Context: an optimization exercise on an open-source flow, tuned for small area, a short achievable clock period and few clock cycles per item. The choices shown serve that exercise and are no tape-out recipe.
RTL that was checked went through simulation tests only; none was proved equivalent to the original.
Only the layout flow was run in run 6; the RTL was not checked for function there.
Power figures rest on the tool's default switching activity, not on a simulated workload.

### flow/run.sh
#!/bin/bash
# Layout flow: the standard flow (standard.sh), with two changes.
# 1. Synthesis is ORFS's own synthesis script, run with a copy of the ORFS
#    scripts folder whose ABC mapping script (abc_speed.script, from this
#    folder) maps for a delay target, and without the full-adder cell
#    mapping (ADDER_MAP_FILE empty). Registers are mapped as before.
# 2. The port buffers are sky130_fd_sc_hd__buf_1 instead of the default
#    delay-cell buffer. Every port still gets its own buffer.
set -euo pipefail
here=$(pwd)
rm -rf "$here/scripts_abc"
cp -r "$FLOW_HOME/scripts" "$here/scripts_abc"
cp "$here/flow/abc_speed.script" "$here/scripts_abc/abc_speed.script"
export BUFFER_PORTS_ARGS="-buffer_cell sky130_fd_sc_hd__buf_1"
bash standard.sh SCRIPTS_DIR="$here/scripts_abc" ADDER_MAP_FILE= synth > synth_make.log 2>&1
bash standard.sh > standard_make.log 2>&1
### flow/abc_speed.script
strash
dch -f
map -D 4500
buffer -c
topo
upsize -c -D 4500
dnsize -c -D 4500
### standard.sh
#!/bin/bash
# synth_recipe.tcl (not shown) runs the flow's synth.tcl, then flattens the netlist and writes it again
# the make line also repeats each setting of config.mk as NAME=value (left out here)
make -C /OpenROAD-flow-scripts/flow DESIGN_CONFIG=/design/flow/config.mk WORK_HOME=/design/flow/orfs CLKGATE_MAP_FILE= SYNTH_SCRIPT=/design/flow/synth_recipe.tcl "${@:-finish}"
### config.mk
export PLATFORM = sky130hd
export DESIGN_NAME = top
export DESIGN_NICKNAME = top
export VERILOG_FILES = /design/flow/design.v
export SDC_FILE = /design/flow/constraint.sdc
export NUM_CORES = 4
export LEC_CHECK = 0
export CAP_MARGIN = 20
export CORE_MARGIN = 2
export CORE_UTILIZATION = 50
export GPL_TIMING_DRIVEN = 0
export SETUP_SLACK_MARGIN = 0.9
export SLEW_MARGIN = 20
### constraint.sdc
create_clock -name core_clock -period 8.0 [get_ports {clock}]
set_input_delay 1.6000 -clock core_clock [delete_from_list [all_inputs] [get_ports {clock}]]
set_output_delay 1.6000 -clock core_clock [all_outputs]
set_load 0.01 [all_outputs]
### design.v
module top(
    input start, op, reset, clock,
    input [31:0] data_a, data_b,
    output busy, ready,
    output [31:0] data_o
);
reg        act;    
reg        fst;    
reg        CY;     
reg        F;      
reg [28:0] X;      
reg        Un;     
reg [7:0]  Eb;     
reg        R;      
reg        CR;     
reg        K23;    
reg        GT;     
reg        BNZ;    
wire        sa = data_a[31];
wire        sb = data_b[31];
wire [7:0]  ea = data_a[30:23];
wire [7:0]  eb = data_b[30:23];
wire [23:0] ma = {1'b1, data_a[22:0]};
wire [23:0] mb = {1'b1, data_b[22:0]};
wire [8:0] dab = {1'b0, ea} - {1'b0, eb};
wire [8:0] dba = {1'b0, eb} - {1'b0, ea};
wire       ge  = ~dab[8];
wire       gt  = ge & (dab[7:0] != 8'd0);
wire [4:0] kab = (dab[7:0] > 8'd23) ? 5'd23 : dab[4:0];
wire [4:0] kba = (dba[7:0] > 8'd23) ? 5'd23 : dba[4:0];
wire [4:0] k   = ge ? kab : kba;
wire Fn   = F | ge;
wire negS = (sa & Fn) | (sb & ~Fn);    
wire nega = sa & ~Fn;                  
wire negb = sb & Fn;                   
wire sgnZ = negS ^ op;                 
wire [23:0] nmb = -mb;
wire [23:0] M   = ge ? ma : mb;
wire        special = (data_b == 32'h00000001);
wire [4:0]  ks  = (ea > 8'd23) ? 5'd23 : ea[4:0];
wire [23:0] mar;                                             
genvar gi;
generate for (gi = 0; gi < 24; gi = gi + 1) begin : rev
    assign mar[gi] = ma[23 - gi];
end endgenerate
wire        t23 = mar[ks];                                   
wire        tnz = |(mar[23:1] & ~((23'd1 << ks) - 23'd1));   
wire        s23 = t23 ^ (sa & tnz);                          
wire        cy  = op ? (s23 & tnz)
                     : (s23 | (sa & (ea == 8'd0) & (data_a[22:0] == 23'h000001)));
wire        sp1 = fst & special;
wire        nm  = act & X[28] & ~sp1;
wire [23:0] Zlo = (sgnZ ^ negb ^ nm) ? nmb : mb;
wire [2:0]  Zh0 = ~special ? {3{sgnZ}} : sa ? (op ? 3'd6 : 3'd0) : (op ? 3'd1 : 3'd7);
wire [2:0]  Zh1 = ~special ? {3{sgnZ}} : sa ? (op ? 3'd7 : 3'd1) : (op ? 3'd0 : 3'd6);
wire [2:0]  Zhi = (CY ? Zh1 : Zh0) ^ {3{nm}};
wire [57:0] Zxw = {{29{Zhi[2]}}, Zhi, Zlo, 2'b00} >> k;
wire [28:0] Zx  = Zxw[28:0];
wire [27:0] Uc = {{3{nm}}, M ^ {24{nm}}, nm} + {Zx[28:2], nm};    
wire [26:0] U  = Uc[27:1];
wire done;
always @(posedge clock or posedge reset)
begin
    if (reset) begin
        act <= 1'b0;
        fst <= 1'b0;
        F   <= 1'b0;
    end else begin
        act <= start | (act & ~done);
        fst <= start;
        if (start)
            F <= Fn;
    end
end
wire [22:0] below = (23'd1 << k) - 23'd1;
wire        nza  = |(data_a[22:0] & below);
wire        nzb  = |(data_b[22:0] & below);
wire        ra   = ma[k] ^ (nega & nza);
wire        rb   = Zx[2] ^ ((sgnZ ^ nm) & nzb);
wire        r    = (k != 5'd23) & (gt ? rb : ra);
wire [7:0]  emin = GT ? eb : ea;
wire        negR = F ? sa : sb;      
wire        wrap = K23 & ~X[28] & X[26];
wire [2:0]  wj   = X[4:2] + {2'b00, BNZ};
wire        Uneg = Un | X[28];
wire [27:0] V    = X[27:0];
wire        Vnz  = |X;
wire [1:0]  lz   = V[27] ? 2'd0 : V[26] ? 2'd1 : V[25] ? 2'd2 : 2'd3;
assign      done = ~sp1 & ~X[28] & (~Vnz | (V[27:24] != 4'd0));
always @(posedge clock)
begin
    X   <= (act & ~X[28] & ~sp1) ? {1'b0, V[23:0], 4'b0000} : {U, Zx[1:0]};
    Un  <= act & (Un | nm);
    Eb  <= act ? ((X[28] | sp1) ? Eb : Eb - 8'd4) : (gt ? eb : ea) + {3'b000, k} + 8'd2;
    R   <= r;
    CY  <= cy;
    CR  <= r & (op ^ sa ^ sb);
    K23 <= (k == 5'd23);
    GT  <= gt;
    BNZ <= (data_b[22:0] != 23'd0);
end
wire [27:0] Vn   = V << lz;
wire [21:0] f22  = wrap ? -{19'd0, wj} : Vn[25:4];
wire [1:0]  lze  = wrap ? 2'd2 : lz;                  
wire [7:0]  eo   = (~Vnz | (wrap & (wj == 3'd0))) ? emin : Eb - {6'd0, lze};
wire        sign = wrap ? (~negR | (wj == 3'd0))
                 : negR ? (~Uneg & Vnz) : Uneg;
wire [21:0] f22m = f22 - 22'd1;
wire [22:0] fo   = {CR ? f22m : f22, R};
assign data_o = {sign, eo, fo};
assign ready  = act & done;
assign busy   = act & ~done;
endmodule
==> summary.md, run 1 <==
| Metric | Value |
|---|---|
| XOR/XNOR Fraction of Synth Area | `between 10% and 20%` |
| Sw power | `approximately 2.4 mW` |
| Number of global-route vias before repair | `9797` |
| Antenna Violating Nets Remaining | `0` |
| Ys async rst share | `roughly 6.4%` |
| Hold buffers post-CTS | `0` |
| Post-DP HPWL | `27.86 mm` |
| Status | `finished clean` |
| Top cell by count, worst path | `nand2_1` |
| Worst Path Buf+Inv | `5` |
| Largest net degree at the start of global routing | `17` |
| Post-synth top area share | `14.83%` |
| Slowest-stage cell, CP | `nor3_2` |
| # diodes | `0` |
| TritonRoute pass-1 iters | `7` |
| Mux cell area share after synthesis | `between 1.5 and 2%` |
| Final period utilization | `84.99%` |
| Synth Area in Adders | `0%` |
| Post-synth EDFFs | `8` |
| P_int | `around 1.6 mW` |
| Switching part of the total power | `59.68%` |
| Critical R2R Launch | `act` |
| Initial Util | `51.08%` |
| #FFs+latches synth | `47` |
| Worst EP required | `~8.2 ns` |
| Comb pwr share | `between 80 and 90%` |
| Pre-CTS WS | `around 0.30 ns` |
| Clk pin slew, worst setup/hold paths | `~0.070 ns` |
| GPL Wtd Cong | `1.052` |
| Leading area contributor after synthesis | `nand2_1` |
| Worst IR Drop VDD | `369.4 uV` |
| Worst path max stage delay | `about 0.74 ns` |
| Clk pwr share | `between 5 and 6%` |
| Register area share after synthesis | `between 10% and 20%` |
| Top_reg_cell synth | `dfxtp_1` |
| Row Count | `48` |
| Initial DRC count | `940` |
| TritonCTS Buffers | `5` |
| Layout cells sized above 1 | `8.768%` |
| Crit Path Max Fanout | `10` |
| Slew headroom | `between 30% and 40%` |
| Fin util | `between 50 and 60%` |
| Synth Area in Simple Gates | `about 34%` |
| Die ar. | `18750 sq um` |
| Dominant combinational cell family by area after synthesis | `simple AND/OR/NAND/NOR gates` |
| Cell Pwr Density | `about 400 nW/um^2` |
| Setup Viol. Count Final | `0` |
| Mapped Cells | `roughly 1.6k` |
| Max Cap Violations | `0` |
| Period minus WS final | `about 6.8 ns` |
| Net Count, Synth | `1644` |
| Antenna violations before repair | `0` |
| # IOs | `roughly 100` |
| Layout area overhead | `12.66%` |
| First-pass GRT wire length | `51.60 mm` |
| Overall power | `~4.1 mW` |
| TritonCTS clock tree | `yes` |
| Synth Area in Compound Gates | `31.48%` |
| WL/cell | `about 18 um` |
| Clk sinks | `47` |
| Reg2reg setup slack | `2.72 ns` |
| Critical path's top delay family | `simple AND/OR/NAND/NOR gates` |
| CP endpoint kind | `flip-flop` |
| Layout Nets | `around 1.8k` |
| Placed standard-cell area | `9492 sq um` |
| Hold Vio Cnt, Final | `0` |
| Tightest Hold Check Type | `reg2reg` |
| Startpoint types | `input port` |
| Crit path DAT | `approximately 7.0 ns` |
| Crit. Startpoint | `data_b[3]` |
| Input/output buffers | `100` |
| H-Tree Depth | `2` |
| Final Routed Wirelength | `33.64 mm` |
| P_leak | `4.356 nW` |
| Final Instance Area | `9953 sq um` |
| Slew Limit Fails | `0` |
| PnR worst setup slack | `1.201 ns` |
| Sequential group share of total power | `11.7%` |
| Core region area | `about 17000 sq um` |
| Hold path start | `Un` |
| Setup TNS | `0 ns` |
| RSZ-0062 raised after global routing | `true` |
| CP Class | `in2reg` |
| Root buffer cell | `clkbuf_16` |
| Count of unique library cells instantiated by Yosys | `between 70 and 80` |
| Syn. warnings | `1` |
| Peak Freq | `~150 MHz` |
| Post-Synthesis Cell Area | `a little under 9000 sq um` |
| Die Height | `around 140 um` |
| Clock Path Buffers | `2` |
| Tightest Pin Transition | `0.9861 ns` |
| Post-Syn Area per Cell | `5.606 sq um` |
| DRC | `0` |
| Via-to-Cell Ratio | `between 5 and 6` |
| Via count | `11.27k` |
| Clock latency on the worst-skew pair | `slightly below 0.3 ns` |
| Global route total overflow | `0` |
| Total GRT Usage | `35.13%` |
| Die width | `roughly 140 um` |
| Skew final | `slightly below 0.008 ns` |
| Ranking of synthesized cells by area | `nand2_1, nor2_1, dfxtp_1, o21ai_0, inv_1` |
[sequential cells by signal (all words and copies together), names as in the netlist]
register  count
CY            1
X            29
GT            1
BNZ           1
CR            1
act           1
Un            1
R             1
F             1
fst           1
Eb            8
K23           1
[routing by layer]
metal  wire length [um]  vias up  global-route usage, %
met5                  0        -                      0
met3               2638       80                  5.741
li1                   -     5545                      -
met4               1542        0                  14.55
met1              15000     5110                  47.82
met2              14460      531                  54.86
[cell type report]
cell class | instances | area [sq um]
fillers | 1918 | 7343
well taps | 225 | 281.5
clock inverters | 3 | 22.52
inverters | 197 | 742.0
plain buffers | 55 | 267.8
clock buffers | 5 | 125.1
repair buffers | 104 | 412.9
multi-input cells | 1277 | 7066
flip-flops and latches | 47 | 1036
[per-stage QoR]
step                      std cells  hold WS [ns]
final                          1913        0.4790
after CTS                      1909        0.4787
after floorplan                1576        0.4296
after detailed placement       1901        0.4682
after global placement         1901        0.4594
after global routing           1913        0.5109
[worst paths after layout]
kind,endpoint,cells after the start
min,Un,2
max reg2reg,X[27],25
max,X[27],32
max in group asynchronous,F,2
min in group asynchronous,act,2
min reg2reg,Un,2
[logic make-up after synthesis]
logic type | after synthesis
mux | 14
flops | 47
simple gates | 720
compound gates | 444
xor+xnor | 99
buf+inv | 252
[what timing repair did]
action / 4_1_cts / 5_1_grt
cloned: 0 / 0
setup endpoints to repair: 4 / 30
pin swaps: 0 / 6
buffers inserted: 0 / 4
gates resized for setup: 4 / 80
[worst reg2reg max path, stage by stage, from the launching register on]
cell and delay (ns):
dfrtp_1 0.44, clkinv_1 0.25, nor3_2 0.85, xor2_2 0.23, inv_2 0.07, o21ai_2 0.08
nand2_4 0.12, buf_6 0.19, nor2_2 0.09, xor2_1 0.28, nand2_1 0.08, o21ai_1 0.13
o21ai_1 0.11, nand2_1 0.06, o21ai_1 0.13, a221o_1 0.36, nor2_1 0.17, nor2_1 0.11
nand2_1 0.19, o21ai_1 0.12, a21oi_1 0.26, nor2_2 0.09, a2111oi_4 0.28, o31ai_4 0.16
and2_1 0.20, o31ai_2 0.16
[cell usage in the layout (no fill, tap or decap), types with 5 or more instances in the layout]
master | synthesis | layout
o31ai_2 | 3 | 5
nor4_1 | 20 | 20
nand3_1 | 34 | 33
nor2_1 | 243 | 228
o211ai_1 | 6 | 6
xnor2_1 | 28 | 24
xor2_1 | 68 | 68
nor2_2 | 9 | 21
a21oi_1 | 99 | 93
and2_1 | 8 | 8
o21ai_2 | 7 | 9
edfxtp_1 | 8 | 8
a211oi_1 | 11 | 10
o22ai_1 | 32 | 32
a22oi_1 | 16 | 16
buf_4 | 2 | 6
buf_2 | 8 | 5
o21ai_0 | 129 | 123
clkbuf_1 | 38 | 33
clkinv_1 | 5 | 5
a221oi_1 | 6 | 5
nor3_1 | 26 | 25
o221ai_1 | 6 | 6
a221o_1 | 16 | 16
buf_1 | 4 | 96
inv_2 | 20 | 19
dfxtp_1 | 36 | 36
xnor2_2 | 1 | 5
clkbuf_16 | 0 | 5
clkbuf_4 | 0 | 5
inv_1 | 172 | 172
a31oi_1 | 9 | 8
o21ai_1 | 56 | 58
nand2_1 | 349 | 347
nand4_1 | 10 | 10
a21oi_2 | 2 | 8
clkbuf_2 | 0 | 11
mux2i_1 | 14 | 13
[power groups by stage]
stage / Clock [mW] / Combinational, mW / Sequential [mW]
global placement: 0 / 3.10 / 0.474
detailed placement: 0 / 3.13 / 0.475
CTS: 0.213 / 3.14 / 0.471
finish: 0.211 / 3.38 / 0.475
floorplan: 0 / 2.34 / 0.440
global route: 0.223 / 3.73 / 0.488
[cells in the mapped netlist, drive strengths merged, types with 5 or more instances]
cell     instances
buf             17
o221ai           6
clkinv           5
a22oi           16
and2             8
nand2          353
clkbuf          38
mux2i           14
a2111oi          6
a221o           16
inv            192
nor3            27
a221oi           8
nand3           35
o22ai           33
o21ai          192
or2              6
xnor2           29
a21oi          102
a211oi          13
dfxtp           36
nor4            20
a31oi           11
xor2            70
o211ai           7
nor2           254
nand4           11
o31ai           10
edfxtp           8
Testbench counts, summed over its fixed seeds: cycles 6,476, items 3,200.
==> run 2, diff against run 1 <==
--- a/config.mk
+++ b/config.mk
@@ -10,4 +10,4 @@
 export CORE_UTILIZATION = 50
-export GPL_TIMING_DRIVEN = 0
-export SETUP_SLACK_MARGIN = 0.9
+export GPL_TIMING_DRIVEN = 1
+export SETUP_SLACK_MARGIN = 0.6
 export SLEW_MARGIN = 20
==> run 2 against run 1 <==
Effect of this change:
- combinational power fell by 6.2%
- critical endpoint is now X[19]
- sequential share of layout area rose by 0.29 points
- largest power group unchanged
- synthesized cell count did not move
==> summary.md, run 2 <==
| Metric | Value |
|---|---|
| Top cell by count, worst path | `inv_2` |
| Slowest-stage cell, CP | `a21oi_1` |
| TritonCTS clock tree | `yes` |
| Max Used Layer | `met4` |
| PnR worst setup slack | `1.080 ns (-0.1213 ns)` |
| Met3 wire length | `2.591 mm (-1.8%)` |
| Die width | `136.9 um (unchanged)` |
| CP Class | `in2reg` |
| TritonRoute pass-1 iters | `6 (-1)` |
| CP Depth | `38 (+19%)` |
| Core region area | `17300 sq um (unchanged)` |
| Comb pwr share | `81.6% (-1.5 points)` |
| WL/cell | `17.41 um (-1.0%)` |
| DRC | `0 (unchanged)` |
| Overall power | `3.888 mW (-4.4%)` |
| P_leak | `4.289 nW (-1.5%)` |
| P_int | `1.600 mW (-2.5%)` |
| Initial Util | `51.08% (unchanged)` |
| Post-synth EDFFs | `8 (unchanged)` |
| Sequential group share of total power | `12.4% (+0.7 points)` |
| CP endpoint kind | `flip-flop` |
| RSZ-0062 raised after global routing | `false` |
| Largest register FFs | `29 (unchanged)` |
| Routed met1 length | `14.35 mm (-4.4%)` |
| GPL Wtd Cong | `1.003 (-4.6%)` |
| # IOs | `102 (unchanged)` |
| Worst IR Drop VDD | `268.6 uV (-27%)` |
| Final Routed Wirelength | `32.75 mm (-2.7%)` |
| Slew headroom | `32.80% (-1.1 points)` |
| Syn. warnings | `1 (unchanged)` |
| RR Endpoint | `X[19]` |
| WL met2 | `14.31 mm (-1.0%)` |
| Slew Limit Fails | `0 (unchanged)` |
| Input/output buffers | `101 (+1.0%)` |
| H-Tree Depth | `2 (unchanged)` |
| Total GRT Usage | `34.09% (-1.0 points)` |
| Layout Nets | `1723 (-1.8%)` |
| Register area share after synthesis | `11.73% (unchanged)` |
| Antenna violations before repair | `1 (+1)` |
| Worst EP required | `8.14 ns (-0.07 ns)` |
| Number of global-route vias before repair | `9732 (-0.66%)` |
| Startpoint types | `input port` |
| Fin util | `55.96% (-1.6 points)` |
| Reg2reg setup slack | `2.87 ns (+0.15 ns)` |
| Antenna Violating Nets Remaining | `0 (unchanged)` |
| Max Cap Violations | `0 (unchanged)` |
| Critical Path Sink | `X[19]` |
| Via-to-Cell Ratio | `5.884 (about the same)` |
| Switching part of the total power | `58.85% (-0.83 points)` |
| Clock latency on the worst-skew pair | `0.29 ns (about the same)` |
| Die Height | `136.9 um (unchanged)` |
| Biggest register | `X` |
| Clock Path Buffers | `2 (unchanged)` |
| Synth cell count leaders | `nand2_1, nor2_1, inv_1` |
| Post-Synthesis Cell Area | `8835 sq um (unchanged)` |
| Leading area contributor after synthesis | `nand2_1` |
| Critical path's top delay family | `compound AO/OA/AOI/OAI gates` |
| Register-to-Register Path Depth | `26 (+4.0%)` |
| Largest net degree at the start of global routing | `54 (+37)` |
| Row Count | `48 (unchanged)` |
| First-pass GRT wire length | `50.68 mm (-1.8%)` |
| Post-DP HPWL | `26.86 mm (-3.6%)` |
| Tightest Pin Transition | `1.006 ns (+0.01942 ns)` |
| Largest registers | `X x29, Eb x8` |
| Hold Crit Depth | `2 (unchanged)` |
| Tightest Hold Check Type | `reg2reg` |
| Layout area overhead | `9.560%` |
| Most frequent cells in the layout | `nand2_1, nor2_1, inv_1, o21ai_0, a21oi_1` |
| TritonCTS Buffers | `5 (unchanged)` |
| Hold buffers post-CTS | `0 (unchanged)` |
| # diodes | `0 (unchanged)` |
| Most common cell after layout, fill and taps aside | `nand2_1` |
| Top-count cell post-synth | `nand2_1` |
| Ys async rst share | `6.383% (unchanged)` |
| Post-CTS Setup Bufs | `0 (unchanged)` |
| Skew final | `0.006458 ns (-0.001461 ns)` |
| CTS resizes | `0 (-4)` |
| Critical R2R Launch | `act` |
| Initial DRC count | `1099 (+17%)` |
| Mapped Cells | `1576 (unchanged)` |
| Post-Syn Area per Cell | `5.606 sq um (unchanged)` |
| Worst path max stage delay | `0.35 ns (-0.39 ns)` |
| Cell Pwr Density | `401.7 nW/um^2 (-1.7%)` |
| Sw power | `2.288 mW (-5.7%)` |
| Final period utilization | `86.50% (+1.5 points)` |
| Status | `finished clean` |
| Clk pwr share | `6.1% (+0.9 points)` |
| Worst Path Buf+Inv | `8 (+3)` |
| Layout cells sized above 1 | `6.824% (-1.9 points)` |
| Setup TNS | `0 ns (unchanged)` |
| Peak Freq | `144.5 MHz (-1.8%)` |
| Via count | `11.07k (-1.8%)` |
| Setup Viol. Count Final | `0 (unchanged)` |
| Global route total overflow | `0 (unchanged)` |
| Clk sinks | `47 (unchanged)` |
| Ranking of synthesized cells by area | `nand2_1, nor2_1, dfxtp_1, o21ai_0, inv_1` |
| Top_reg_cell synth | `dfxtp_1` |
| Crit path DAT | `7.06 ns (+0.05 ns)` |
| Die ar. | `18750 sq um (unchanged)` |
| Count of unique library cells instantiated by Yosys | `76 (unchanged)` |
| Pre-CTS WS | `0.5617 ns (+0.2644 ns)` |
| Crit. Startpoint | `data_b[24]` |
| Net Count, Synth | `1644 (unchanged)` |
| Hold Vio Cnt, Final | `0 (unchanged)` |
| Period minus WS final | `6.920 ns (+0.1213 ns)` |
| Post-synth top area share | `14.83% (unchanged)` |
| Clk pin slew, worst setup/hold paths | `0.07 ns (about the same)` |
| #FFs+latches synth | `47 (unchanged)` |
| Root buffer cell | `clkbuf_16` |
| Crit Path Max Fanout | `6 (-4)` |
## run 2: cell count changes in the layout (fill, tap and decap cells not counted), moves of 5 or more
cell / previous run / this run
nor2_1: 228 / 239
a21oi_1: 93 / 99
clkbuf_1: 33 / 0
buf_4: 6 / 25
a21oi_2: 8 / 2
nor2_2: 21 / 12
buf_2: 5 / 0
clkbuf_4: 5 / 0
clkbuf_2: 11 / 3
## run 2: how the worst min path moves through the flow
stage	to	slack, ns	start
finish	X[4]	0.48	X[0]
global route	X[23]	0.51	X[19]
detailed placement	X[4]	0.46	X[0]
global placement	X[4]	0.45	X[0]
CTS	Un	0.48	Un
floorplan	X[4]	0.43	X[0]
## run 2: logic make-up (layout without fill, tap and decap cells)
family,after synthesis,count (layout),synth area share (%)
AO/OA/AOI/OAI,444,444,31.48
XOR/XNOR,99,99,10.07
buffers and inverters,252,332,11.16
flip-flops,47,47,11.73
multiplexers,14,14,1.586
AND/OR/NAND/NOR,720,720,33.98
## run 2: worst min-delay path: cells and delay by family (launching register included)
kind            cells  cell delay (ns)
compound gates      1             0.06
flops               1             0.33
simple gates        1             0.05
## run 2: per-layer routing
layer / track usage [%] / vias to the layer above
met1: 46.18 / 4991
met5: 0 / -
met3: 3.815 / 87
met4: 13.80 / 0
li1: - / 5469
met2: 54.98 / 520
## run 2: final cells by class
type	instances	area, sq um
inverters	197	742.0
well taps	225	281.5
multi-input cells	1277	6860
fillers	1902	7617
clock inverters	3	43.79
flip-flops and latches	47	1036
clock buffers	5	125.1
repair buffers	127	590.6
## run 2: power groups by stage
stage               registers [mW]  logic [mW]  clock network, mW
floorplan                    0.440        2.34                  0
global placement             0.479        3.08                  0
detailed placement           0.481        3.09                  0
CTS                          0.478        3.10              0.238
global route                 0.494        3.53              0.248
finish                       0.480        3.17              0.236
## run 2: through the flow
stage               instance area [sq um]  std cells  hold slack, ns
floorplan                            8835       1576          0.4296
global placement                     9468       1873          0.4548
detailed placement                   9468       1873          0.4572
CTS                                  9637       1881          0.4822
global route                         9679       1881          0.5094
finish                               9679       1881          0.4754
==> run 3, diff against run 2 <==
--- a/config.mk
+++ b/config.mk
@@ -11,3 +11,3 @@
 export GPL_TIMING_DRIVEN = 1
-export SETUP_SLACK_MARGIN = 0.6
+export SETUP_SLACK_MARGIN = 0.7
 export SLEW_MARGIN = 20
==> run 3 against run 2 <==
Effect of this change:
- still clean
- via count is essentially flat
- combinational power is essentially flat
- synthesized area is the same
- first-iteration DRC count grew 1.1%
- total power grew 0.49%
- worst setup slack gained 0.029 ns
- clock skew is essentially flat
- hold slack is essentially flat
- non-clock buffer count is the same
- core utilization grew 0.17 points
- flip-flop and latch count is the same
- wire length shrank 0.20%
- critical path type unchanged
- largest cell class unchanged
==> summary.md, run 3 <==
| Metric | Value |
|---|---|
| Status | `finished clean` |
| Initial DRC count | `1111 (+1.1%)` |
| Via-to-Cell Ratio | `5.888 (about the same)` |
| Ranking of synthesized cells by area | `nand2_1, nor2_1, dfxtp_1, o21ai_0, inv_1` |
| Total GRT Usage | `34.09% (unchanged)` |
| Synth Area in Adders | `0% (unchanged)` |
| TritonRoute pass-1 iters | `5 (-1)` |
| Slew headroom | `32.70% (-0.11 points)` |
| PnR worst setup slack | `1.109 ns (+0.02897 ns)` |
| Slowest-stage cell, CP | `o21ai_4` |
| Tightest Hold Check Type | `reg2reg` |
| Reg2reg setup slack | `2.91 ns (+0.04 ns)` |
| Tightest Pin Transition | `1.007 ns (+0.001601 ns)` |
| Post-CTS Setup Bufs | `0 (unchanged)` |
| Syn. warnings | `1 (unchanged)` |
| Startpoint types | `input port` |
| CP endpoint kind | `flip-flop` |
| Pre-CTS WS | `0.5617 ns (unchanged)` |
| Hold Vio Cnt, Final | `0 (unchanged)` |
| # diodes | `0 (unchanged)` |
| Mapped Cells | `1576 (unchanged)` |
| Min-Delay Endpoint | `Un` |
| Final Routed Wirelength | `32.68 mm (-0.20%)` |
| Hold buffers post-CTS | `0 (unchanged)` |
| Core region area | `17300 sq um (unchanged)` |
| Row Count | `48 (unchanged)` |
| # IOs | `102 (unchanged)` |
| GPL Wtd Cong | `1.003 (unchanged)` |
| TritonCTS clock tree | `yes` |
| Antenna violations before repair | `1 (unchanged)` |
| Largest registers | `X x29, Eb x8` |
| DRC | `0 (unchanged)` |
| Via count | `11.08k (+0.072%)` |
| WL/cell | `17.38 um (-0.20%)` |
| Global route total overflow | `0 (unchanged)` |
| Post-synth EDFFs | `8 (unchanged)` |
| Routed met1 length | `14.19 mm (-1.1%)` |
| Slew Limit Fails | `0 (unchanged)` |
| Clk pin slew, worst setup/hold paths | `0.07 ns (about the same)` |
| Input/output buffers | `101 (unchanged)` |
| Hold path start | `Un` |
| Cell Pwr Density | `402.4 nW/um^2 (+0.18%)` |
| XOR/XNOR Fraction of Synth Area | `10.07% (unchanged)` |
| Period minus WS final | `6.891 ns (-0.02897 ns)` |
| Synth Area in Compound Gates | `31.48% (unchanged)` |
| Die ar. | `18750 sq um (unchanged)` |
| Number of global-route vias before repair | `9732 (unchanged)` |
| Layout Nets | `1723 (unchanged)` |
| Synth cell count leaders | `nand2_1, nor2_1, inv_1` |
| Hold Crit Depth | `2 (unchanged)` |
| Skew final | `0.006695 ns (+0.0002367 ns)` |
| Ys async rst share | `6.383% (unchanged)` |
| Register-to-Register Path Depth | `26 (unchanged)` |
| Setup Viol. Count Final | `0 (unchanged)` |
| Most common cell after layout, fill and taps aside | `nand2_1` |
| Die Height | `136.9 um (unchanged)` |
| Top cell by count, worst path | `nor2_1` |
| RSZ-0062 raised after global routing | `false` |
| Post-Layout Cell Count | `1881 (unchanged)` |
| First-pass GRT wire length | `50.68 mm (unchanged)` |
| Mux cell area share after synthesis | `1.586% (unchanged)` |
| RR Endpoint | `X[19]` |
| Max Cap Violations | `0 (unchanged)` |
| Dominant combinational cell family by area after synthesis | `simple AND/OR/NAND/NOR gates` |
| Crit path DAT | `7.03 ns (-0.03 ns)` |
| Critical R2R Launch | `act` |
| P_leak | `4.296 nW (+0.17%)` |
| Largest net degree at the start of global routing | `54 (unchanged)` |
| Most frequent cells in the layout | `nand2_1, nor2_1, inv_1, o21ai_0` |
| Post-Synthesis Cell Area | `8835 sq um (unchanged)` |
| Biggest register | `X` |
| Top_reg_cell synth | `dfxtp_1` |
| Largest register FFs | `29 (unchanged)` |
| Clock Path Buffers | `2 (unchanged)` |
| Post-Syn Area per Cell | `5.606 sq um (unchanged)` |
| Clk sinks | `47 (unchanged)` |
| Worst IR Drop VDD | `268.5 uV (about the same)` |
| Synth Area in Simple Gates | `33.98% (unchanged)` |
| Met3 wire length | `2.610 mm (+0.73%)` |
| Layout cells sized above 1 | `7.005% (+0.18 points)` |
| Setup TNS | `0 ns (unchanged)` |
| TritonCTS Buffers | `5 (unchanged)` |
| Peak Freq | `145.1 MHz (+0.42%)` |
| Die width | `136.9 um (unchanged)` |
| Post-synth top area share | `14.83% (unchanged)` |
| Post-DP HPWL | `26.86 mm (unchanged)` |
| Antenna Violating Nets Remaining | `0 (unchanged)` |
| Worst EP required | `8.14 ns (about the same)` |
| Root buffer cell | `clkbuf_16` |
| Worst path max stage delay | `0.44 ns (+0.09 ns)` |
| Clock latency on the worst-skew pair | `0.29 ns (about the same)` |
| Max Used Layer | `met4` |
| Net Count, Synth | `1644 (unchanged)` |
| Register area share after synthesis | `11.73% (unchanged)` |
| Leading area contributor after synthesis | `nand2_1` |
| #FFs+latches synth | `47 (unchanged)` |
| CP Class | `in2reg` |
| Crit Path Max Fanout | `27 (+21)` |
| Count of unique library cells instantiated by Yosys | `76 (unchanged)` |
| Final period utilization | `86.14% (-0.36 points)` |
| Placed Cells | `1873 (unchanged)` |
| Layout area overhead | `9.899%` |
| WL met2 | `14.31 mm (about the same)` |
| Top-count cell post-synth | `nand2_1` |
| Initial Util | `51.08% (unchanged)` |
| H-Tree Depth | `2 (unchanged)` |
[run 3: cell type report]
class                   count  area (sq um)
inverters                 197         742.0
well taps                 225         281.5
clock buffers               5         125.1
flip-flops and latches     47          1036
fillers                  1899          7587
multi-input cells        1277          6890
repair buffers            127         590.6
clock inverters             3         43.79
[run 3: power breakdown]
part | internal, mW | switching [mW]
logic | 1.09 | 2.10
clock network | 0.147 | 0.0891
registers | 0.369 | 0.111
total | 1.61 | 2.30
[run 3: timing repair]
item                                   4_1_cts  5_1_grt
setup endpoints to repair                    0       20
endpoints found under the hold margin        0        0
gates resized for setup                      0       19
[run 3: worst max-delay path by stage]
stage	startpoint	endpoint	slack, ns
final	data_b[24]	X[19]	1.11
after global routing	data_b[24]	X[19]	0.66
after CTS	data_a[26]	X[23]	0.85
after detailed placement	data_a[26]	X[23]	0.56
after global placement	data_a[26]	X[23]	0.56
after floorplan	data_a[29]	X[27]	2.12
[run 3: cells by family after synthesis]
family | Yosys count
AND/OR/NAND/NOR | 720
AO/OA/AOI/OAI | 444
buffers and inverters | 252
XOR/XNOR | 99
flip-flops | 47
multiplexers | 14
[run 3: worst max-delay path: cells and delay by family]
family,cells,cell delay [ns]
buffers and inverters,8,1.00
and+or+nand+nor,10,1.06
muxes,1,0.22
xor gates and xnor gates,3,0.75
AOI/OAI and AO/OA,13,2.37
[run 3: stage by stage]
stage | area, sq um | hold slack, ns | power, mW | utilization, %
after floorplan | 8835 | 0.4296 | 2.783 | -
after global placement | 9468 | 0.4548 | 3.561 | 54.74
after detailed placement | 9468 | 0.4572 | 3.570 | 54.74
after CTS | 9637 | 0.4822 | 3.818 | 55.71
after global routing | 9709 | 0.5094 | 4.291 | 56.13
final | 9709 | 0.4751 | 3.907 | 56.13
[run 3: per-layer routing]
layer / GRT usage (%) / up-vias
met5: 0 / -
met4: 13.80 / 0
met3: 3.815 / 89
met2: 54.98 / 520
met1: 46.18 / 4990
li1: - / 5476
==> run 4, diff against run 3 <==
--- a/config.mk
+++ b/config.mk
@@ -11,3 +11,3 @@
 export GPL_TIMING_DRIVEN = 1
-export SETUP_SLACK_MARGIN = 0.7
+export SETUP_SLACK_MARGIN = 0.8
 export SLEW_MARGIN = 20
==> run 4 against run 3 <==
Effect of this change:
- still clean
- clock-buffer cell count stayed put
- core utilization up 0.31 points
- register-to-register slack got worse by 0.03 ns
- hold slack hardly changed
- final area up 0.55%
- total power up 0.36%
- wire length is 0.97% higher
==> summary.md, run 4 <==
| Metric | Value |
|---|---|
| P_leak | `4.321 nW (+0.59%)` |
| Hold path start | `Un` |
| Most common cell after layout, fill and taps aside | `nand2_1` |
| Startpoint types | `input port` |
| Worst IR Drop VDD | `268.8 uV (about the same)` |
| Number of global-route vias before repair | `9732 (unchanged)` |
| Net Count, Synth | `1644 (unchanged)` |
| Skew final | `0.007177 ns (+0.0004822 ns)` |
| Post-synth top area share | `14.83% (unchanged)` |
| Biggest register | `X` |
| Hold buffers post-CTS | `0 (unchanged)` |
| Global route total overflow | `0 (unchanged)` |
| Slew headroom | `32.00% (-0.70 points)` |
| Hold Vio Cnt, Final | `0 (unchanged)` |
| Post-Synthesis Cell Area | `8835 sq um (unchanged)` |
| Clock latency on the worst-skew pair | `0.29 ns (about the same)` |
| Layout area overhead | `10.51%` |
| Synth cell count leaders | `nand2_1, nor2_1, inv_1` |
| Worst EP required | `8.14 ns (about the same)` |
| Most frequent cells in the layout | `nand2_1, nor2_1, inv_1, o21ai_0, a21oi_1` |
| #FFs+latches synth | `47 (unchanged)` |
| Slowest-stage cell, CP | `a31oi_2` |
| Largest registers | `X x29, Eb x8` |
| Mapped Cells | `1576 (unchanged)` |
| Reg2reg setup slack | `2.88 ns (-0.03 ns)` |
| Layout Nets | `1725 (+0.12%)` |
| RR Endpoint | `X[19]` |
| Post-Syn Area per Cell | `5.606 sq um (unchanged)` |
| # IOs | `102 (unchanged)` |
| Register area share after synthesis | `11.73% (unchanged)` |
| Placed standard-cell area | `9468 sq um (unchanged)` |
| Worst path max stage delay | `0.29 ns (-0.15 ns)` |
| Ranking of synthesized cells by area | `nand2_1, nor2_1, dfxtp_1, o21ai_0, inv_1` |
| Die ar. | `18750 sq um (unchanged)` |
| Top_reg_cell synth | `dfxtp_1` |
| Initial DRC count | `994 (-11%)` |
| Input/output buffers | `101 (unchanged)` |
| Syn. warnings | `1 (unchanged)` |
| Largest net degree at the start of global routing | `54 (unchanged)` |
| Top-count cell post-synth | `nand2_1` |
| H-Tree Depth | `2 (unchanged)` |
| Count of unique library cells instantiated by Yosys | `76 (unchanged)` |
| Tightest Pin Transition | `1.018 ns (+0.01047 ns)` |
| Antenna violations before repair | `1 (unchanged)` |
| Crit Path Max Fanout | `12 (-56%)` |
| Antenna Violating Nets Remaining | `0 (unchanged)` |
| Status | `finished clean` |
| DRC | `0 (unchanged)` |
| Ys async rst share | `6.383% (unchanged)` |
| Cell Pwr Density | `401.6 nW/um^2 (-0.19%)` |
| TritonRoute pass-1 iters | `6 (+1)` |
| Final Instance Area | `9763 sq um (+0.55%)` |
| RSZ-0062 raised after global routing | `false` |
| Max Cap Violations | `0 (unchanged)` |
| Register-to-Register Path Depth | `26 (unchanged)` |
| Layout cells sized above 1 | `7.841% (+0.84 points)` |
| CP endpoint kind | `flip-flop` |
| Total GRT Usage | `34.09% (unchanged)` |
| TritonCTS Buffers | `5 (unchanged)` |
| Post-synth EDFFs | `8 (unchanged)` |
| Via-to-Cell Ratio | `5.869 (-0.31%)` |
| CP Class | `in2reg` |
| Final Routed Wirelength | `33.00 mm (+0.97%)` |
| Period minus WS final | `6.820 ns (-0.07091 ns)` |
| Die width | `136.9 um (unchanged)` |
| Via count | `11.05k (-0.21%)` |
| Slew Limit Fails | `0 (unchanged)` |
| # diodes | `0 (unchanged)` |
| Fin util | `56.45% (+0.31 points)` |
| Leading area contributor after synthesis | `nand2_1` |
| Setup TNS | `0 ns (unchanged)` |
| Min-Delay Endpoint | `Un` |
| WL/cell | `17.53 um (+0.86%)` |
| Overall power | `3.921 mW (+0.36%)` |
| Initial Util | `51.08% (unchanged)` |
| Critical R2R Launch | `act` |
| Root buffer cell | `clkbuf_16` |
| Clk sinks | `47 (unchanged)` |
| # fillers | `1890 (-0.47%)` |
| Die Height | `136.9 um (unchanged)` |
| Row Count | `48 (unchanged)` |
| Post-DP HPWL | `26.86 mm (unchanged)` |
| Largest register FFs | `29 (unchanged)` |
| GPL Wtd Cong | `1.003 (unchanged)` |
| Peak Freq | `146.6 MHz (+1.0%)` |
| Core region area | `17300 sq um (unchanged)` |
| Crit path DAT | `6.96 ns (-0.07 ns)` |
| Fin Hold WS | `0.4750 ns (-0.0001230 ns)` |
| First-pass GRT wire length | `50.68 mm (unchanged)` |
| Clk pin slew, worst setup/hold paths | `0.07 ns (about the same)` |
| Tightest Hold Check Type | `reg2reg` |
| Setup Viol. Count Final | `0 (unchanged)` |
| TritonCTS clock tree | `yes` |
| Hold Crit Depth | `2 (unchanged)` |
| Clock Path Buffers | `2 (unchanged)` |
| Final period utilization | `85.26% (-0.89 points)` |
-- run 4: cell counts after synthesis --
Identical to the previous run, type by type.
-- run 4: through the flow --
stage	std cells	setup slack [ns]
2_1_floorplan	1576	2.121
4_1_cts	1881	0.8529
3_3_place_gp	1873	0.5597
5_1_grt	1883	0.7667
3_5_place_dp	1873	0.5617
6_report	1883	1.180
-- run 4: logic make-up (layout without fill, tap and decap cells) --
logic type	Yosys count	in the layout	share of synthesized area, %
buf+inv	252	333	11.16
mux	14	14	1.586
simple gates	720	721	33.98
compound gates	444	444	31.48
xor+xnor	99	99	10.07
flops	47	47	11.73
-- run 4: where the power goes --
| part | switching, mW | internal [mW] |
|---|---|---|
| Sequential | 0.111 | 0.369 |
| Combinational | 2.11 | 1.10 |
| Clock | 0.0896 | 0.147 |
-- run 4: worst max path at each step --
stage | startpoint | end | depth (start not counted)
global placement | data_a[26] | X[23] | 41
detailed placement | data_a[26] | X[23] | 41
floorplan | data_a[29] | X[27] | 31
CTS | data_a[26] | X[23] | 41
finish | data_b[29] | X[19] | 36
global route | data_a[29] | X[24] | 41
-- run 4: timing repair --
action | CTS | global route
endpoints found under the setup margin | 0 | 22
gates resized for setup | 0 | 32
setup buffers | 0 | 1
-- run 4: layer usage --
metal  vias up  global-route usage [%]  part of all wire (%)
met1      4961                   46.18                    44
li1       5485                       -                     -
met2       520                   54.98                    44
met3        86                   3.815                   8.2
met4         0                   13.80                   4.6
met5         -                       0                     0
-- run 4: final cells by class --
type | count | area, sq um | share of cell area (%)
repair buffers | 128 | 603.1 | 6.177
clock inverters | 3 | 43.79 | 0.4485
inverters | 197 | 742.0 | 7.600
clock buffers | 5 | 125.1 | 1.282
flip-flops and latches | 47 | 1036 | 10.61
multi-input cells | 1278 | 6932 | 71.00
well taps | 225 | 281.5 | 2.884
-- run 4: critical path: cells and delay by family --
family	cells	cell delay, ns
muxes	1	0.13
and+or+nand+nor	15	2.03
AOI/OAI and AO/OA	13	1.99
xor gates and xnor gates	2	0.48
buffers and inverters	5	0.71
==> run 5, diff against run 4 <==
--- a/config.mk
+++ b/config.mk
@@ -9,3 +9,3 @@
 export CORE_MARGIN = 2
-export CORE_UTILIZATION = 50
+export CORE_UTILIZATION = 55
 export GPL_TIMING_DRIVEN = 1
==> run 5 against run 4 <==
Effect of this change:
- maximum frequency increased by 1.8%
- wire length is 4.8% lower
- hold slack worse by 0.00054 ns
- clock skew is 0.00073 ns lower
- clock power about the same
- largest cell class unchanged
- sequential power about the same
- cell count fell by 0.74%
- critical path depth is 7 higher
- sequential share of layout area about the same
- total power shrank 0.25%
- first-iteration DRC count rose by 36%
- critical endpoint is now X[25]
- global-route usage rose by 1.9 points
==> summary.md, run 5 <==
| Metric | Value |
|---|---|
| Status | `finished clean` |
| Largest register FFs | `29 (unchanged)` |
| #FFs+latches synth | `47 (unchanged)` |
| Ys async rst share | `6.383% (unchanged)` |
| Post-synth top area share | `14.83% (unchanged)` |
| Layout area overhead | `10.21%` |
| Die width | `130.7 um (-4.5%)` |
| TritonRoute pass-1 iters | `6 (unchanged)` |
| Synth cell count leaders | `nand2_1, nor2_1, inv_1` |
| Period minus WS final | `6.701 ns (-0.1190 ns)` |
| CP Class | `in2reg` |
| # IOs | `102 (unchanged)` |
| Leading area contributor after synthesis | `nand2_1` |
| Worst IR Drop VDD | `254.5 uV (-5.3%)` |
| Antenna violations before repair | `1 (unchanged)` |
| Via-to-Cell Ratio | `5.938 (+1.2%)` |
| Top_reg_cell synth | `dfxtp_1` |
| P_int | `1.611 mW (about the same)` |
| Post-Synthesis Cell Area | `8835 sq um (unchanged)` |
| Switching part of the total power | `58.82% (-0.063 points)` |
| TritonCTS Buffers | `5 (unchanged)` |
| TritonCTS clock tree | `yes` |
| Sw power | `2.301 mW (-0.35%)` |
| Tightest Pin Transition | `0.9763 ns (-0.04135 ns)` |
| Placed standard-cell area | `9434 sq um (-0.36%)` |
| Layout Nets | `1720 (-0.29%)` |
| Sequential group share of total power | `12.2% (about the same)` |
| Core region area | `15770 sq um (-8.8%)` |
| Clk sinks | `47 (unchanged)` |
| Top cell by count, worst path | `nand2_1` |
| Biggest register | `X` |
| Worst path max stage delay | `0.29 ns (about the same)` |
| Syn. warnings | `1 (unchanged)` |
| Slew Limit Fails | `0 (unchanged)` |
| Placed Cells | `1861 (-0.64%)` |
| Post-CTS Setup Bufs | `0 (unchanged)` |
| Crit path DAT | `6.85 ns (-0.11 ns)` |
| Root buffer cell | `clkbuf_16` |
| Comb pwr share | `81.8% (about the same)` |
| Setup Viol. Count Final | `0 (unchanged)` |
| RSZ-0062 raised after global routing | `false` |
| Hold Vio Cnt, Final | `0 (unchanged)` |
| Post-Syn Area per Cell | `5.606 sq um (unchanged)` |
| Fin Hold WS | `0.4744 ns (-0.0005380 ns)` |
| Most frequent cells in the layout | `nand2_1, nor2_1, inv_1, o21ai_0, a21oi_1` |
| Post-DP HPWL | `25.73 mm (-4.2%)` |
| Clock latency on the worst-skew pair | `0.29 ns (about the same)` |
| Row Count | `46 (-4.2%)` |
| Total GRT Usage | `36.03% (+1.9 points)` |
| Layout cells sized above 1 | `7.804% (-0.037 points)` |
| CP endpoint kind | `flip-flop` |
| Largest net degree at the start of global routing | `54 (unchanged)` |
| Slowest-stage cell, CP | `o31ai_4` |
| Ranking of synthesized cells by area | `nand2_1, nor2_1, dfxtp_1, o21ai_0, inv_1` |
| Number of global-route vias before repair | `9747 (+0.15%)` |
| Initial DRC count | `1349 (+36%)` |
| Clk pin slew, worst setup/hold paths | `0.07 ns (about the same)` |
| Count of unique library cells instantiated by Yosys | `76 (unchanged)` |
| Clock Path Buffers | `2 (unchanged)` |
| Pre-CTS WS | `0.7115 ns (+0.1498 ns)` |
| Post-synth EDFFs | `8 (unchanged)` |
| Die Height | `130.7 um (-4.5%)` |
| Most common cell after layout, fill and taps aside | `nand2_1` |
| Via count | `11.10k (+0.42%)` |
| Register area share after synthesis | `11.73% (unchanged)` |
| P_leak | `4.297 nW (-0.56%)` |
| Peak Freq | `149.2 MHz (+1.8%)` |
| Final Instance Area | `9737 sq um (-0.27%)` |
| Final period utilization | `83.77% (-1.5 points)` |
| Global route total overflow | `0 (unchanged)` |
| Tightest Hold Check Type | `reg2reg` |
| Worst EP required | `8.14 ns (about the same)` |
| Antenna Violating Nets Remaining | `0 (unchanged)` |
| Clk pwr share | `6.0% (about the same)` |
| Post-Layout Cell Count | `1869 (-0.74%)` |
| DRC | `0 (unchanged)` |
| Crit Path Max Fanout | `24 (+12)` |
| Hold buffers post-CTS | `0 (unchanged)` |
| PnR worst setup slack | `1.299 ns (+0.1190 ns)` |
| Final Routed Wirelength | `31.43 mm (-4.8%)` |
| Fin util | `61.74% (+5.3 points)` |
| WL/cell | `16.82 um (-4.0%)` |
| Initial Util | `56.02% (+4.9 points)` |
| Setup TNS | `0 ns (unchanged)` |
| Overall power | `3.912 mW (-0.25%)` |
| Startpoint types | `input port` |
| Cell Pwr Density | `401.7 nW/um^2 (about the same)` |
| Largest registers | `X x29, Eb x8` |
| Net Count, Synth | `1644 (unchanged)` |
| Mapped Cells | `1576 (unchanged)` |
| First-pass GRT wire length | `48.75 mm (-3.8%)` |
| Skew final | `0.006442 ns (-0.0007348 ns)` |
| Slew headroom | `34.76% (+2.8 points)` |
| Input/output buffers | `101 (unchanged)` |
| GPL Wtd Cong | `1.020 (+1.8%)` |
| Top-count cell post-synth | `nand2_1` |
| H-Tree Depth | `2 (unchanged)` |
| Die ar. | `17090 sq um (-8.8%)` |
| Max Cap Violations | `0 (unchanged)` |
| # diodes | `0 (unchanged)` |
## run 5: worst paths after layout
check	end	start	slack (ns)	cells past startpoint
setup / recovery	X[25]	data_b[24]	1.30	43
hold / removal	Un	Un	0.47	2
setup reg to reg	X[25]	act	2.95	29
hold reg to reg	Un	Un	0.47	2
max in group asynchronous	F	reset	6.71	2
min in group asynchronous	fst	reset	1.16	2
## run 5: kinds of logic (layout without fill, tap and decap cells)
group / count (synthesis) / count (layout) / share of synthesized area [%]
and+or+nand+nor: 720 / 720 / 33.98
AOI/OAI and AO/OA: 444 / 444 / 31.48
buffers and inverters: 252 / 329 / 11.16
xor gates and xnor gates: 99 / 99 / 10.07
DFF: 47 / 47 / 11.73
muxes: 14 / 14 / 1.586
## run 5: cell type report
class | count | area (sq um)
well taps | 216 | 270.3
clock buffers | 5 | 125.1
multi-input cells | 1277 | 6948
fillers | 1685 | 6033
flip-flops and latches | 47 | 1036
clock inverters | 3 | 43.79
inverters | 197 | 742.0
repair buffers | 124 | 571.8
## run 5: worst max-delay path, delay by kind of cell
family | cells | cell delay [ns]
simple gates | 25 | 2.98
buf+inv | 6 | 0.47
xor+xnor | 2 | 0.40
compound gates | 10 | 1.36
## run 5: metal layers
metal / routed length (um) / GRT usage (%) / share of wire [%] / up-vias
met4: 1707 / 16.96 / 5.4 / 0
met1: 13250 / 47.88 / 42 / 4962
met2: 13650 / 57.87 / 43 / 562
met3: 2817 / 5.008 / 9.0 / 110
li1: - / - / - / 5464
met5: 0 / 0 / 0 / -
## run 5: repair_timing
item                                   CTS  global route
setup endpoints to repair                0            23
resized for setup                        0            35
endpoints found under the hold margin    0             0
## run 5: power by group through the flow
stage / sequential (mW) / clock [mW] / combinational, mW
after floorplan: 0.440 / 0 / 2.34
after global placement: 0.476 / 0 / 3.03
after detailed placement: 0.478 / 0 / 3.05
after CTS: 0.474 / 0.237 / 3.07
after global routing: 0.493 / 0.247 / 3.55
final: 0.479 / 0.235 / 3.20
==> run 6, diff against run 5 <==
--- a/design.v
+++ b/design.v
@@ -36,3 +36,9 @@
 wire sgnZ = negS ^ op;                 
-wire [23:0] nmb = -mb;
+reg  [23:0] mlo;
+integer b;
+always @* begin
+    mlo[0] = 1'b0;
+    for (b = 1; b < 24; b = b + 1)
+        mlo[b] = mlo[b-1] | mb[b-1];
+end
 wire [23:0] M   = ge ? ma : mb;
@@ -52,3 +58,3 @@
 wire        nm  = act & X[28] & ~sp1;
-wire [23:0] Zlo = (sgnZ ^ negb ^ nm) ? nmb : mb;
+wire [23:0] Zlo = mb ^ ({24{sgnZ ^ negb ^ nm}} & mlo);
 wire [2:0]  Zh0 = ~special ? {3{sgnZ}} : sa ? (op ? 3'd6 : 3'd0) : (op ? 3'd1 : 3'd7);
==> flow/abc_speed.script (replaced) <==
strash
dch
map -D 4500
buffer -c
topo
upsize -c -D 4500
dnsize -c -D 4500
--- a/config.mk
+++ b/config.mk
@@ -9,4 +9,4 @@
 export CORE_MARGIN = 2
-export CORE_UTILIZATION = 55
-export GPL_TIMING_DRIVEN = 1
+export CORE_UTILIZATION = 50
+export GPL_TIMING_DRIVEN = 0
 export SETUP_SLACK_MARGIN = 0.8
==> run 6 against run 5 <==
Effect of this change:
- the run now fails in synthesis (1_2_yosys)
==> summary.md, run 6 <==
| Metric | Value |
|---|---|
| Status | `aborted with a tool error` |
| Stopped at | `synthesis (1_2_yosys)` |
| Stop err | `ERROR: ABC script did not complete successfully` |
| Syn. warnings | `1 (unchanged)` |

[afterwards: timing with drivers on the ports]
In the flow no input, the clock included, has a driving cell. The finished layouts below were timed again as built, in two steps.
Step 1 assumes that a clkbuf_16 drives the clock port and a buf_2 every other input.
Step 2 adds t to the input delays and takes it off the output delays; t is the mean of the earliest and latest rising clock arrival at the registers after step 1. Input paths then give back, and output paths get back, about the clock's delay inside the block.
Three values: no drivers, after step 1, after step 2; two values: the first two.
| run | t, ns | setup slack, ns | clock arrival spread, ns | worst data-port slew with drivers (ns) |
|---|---|---|---|---|
| run 1 | 0.324 | 1.201 / 1.216 / 0.892 | 0.008 / 0.008 | 0.04 |
| run 2 | 0.319 | 1.080 / 1.092 / 0.774 | 0.007 / 0.007 | 0.05 |
| run 3 | 0.321 | 1.109 / 1.122 / 0.801 | 0.008 / 0.007 | 0.05 |
| run 4 | 0.321 | 1.180 / 1.183 / 0.863 | 0.007 / 0.007 | 0.05 |
| run 5 | 0.321 | 1.299 / 1.310 / 0.989 | 0.007 / 0.007 | 0.04 |
After both steps every run listed still meets setup and hold. For run 4, which loses most, drivers alone change the setup slack by +0.003 ns; drivers and shift together by -0.317 ns.
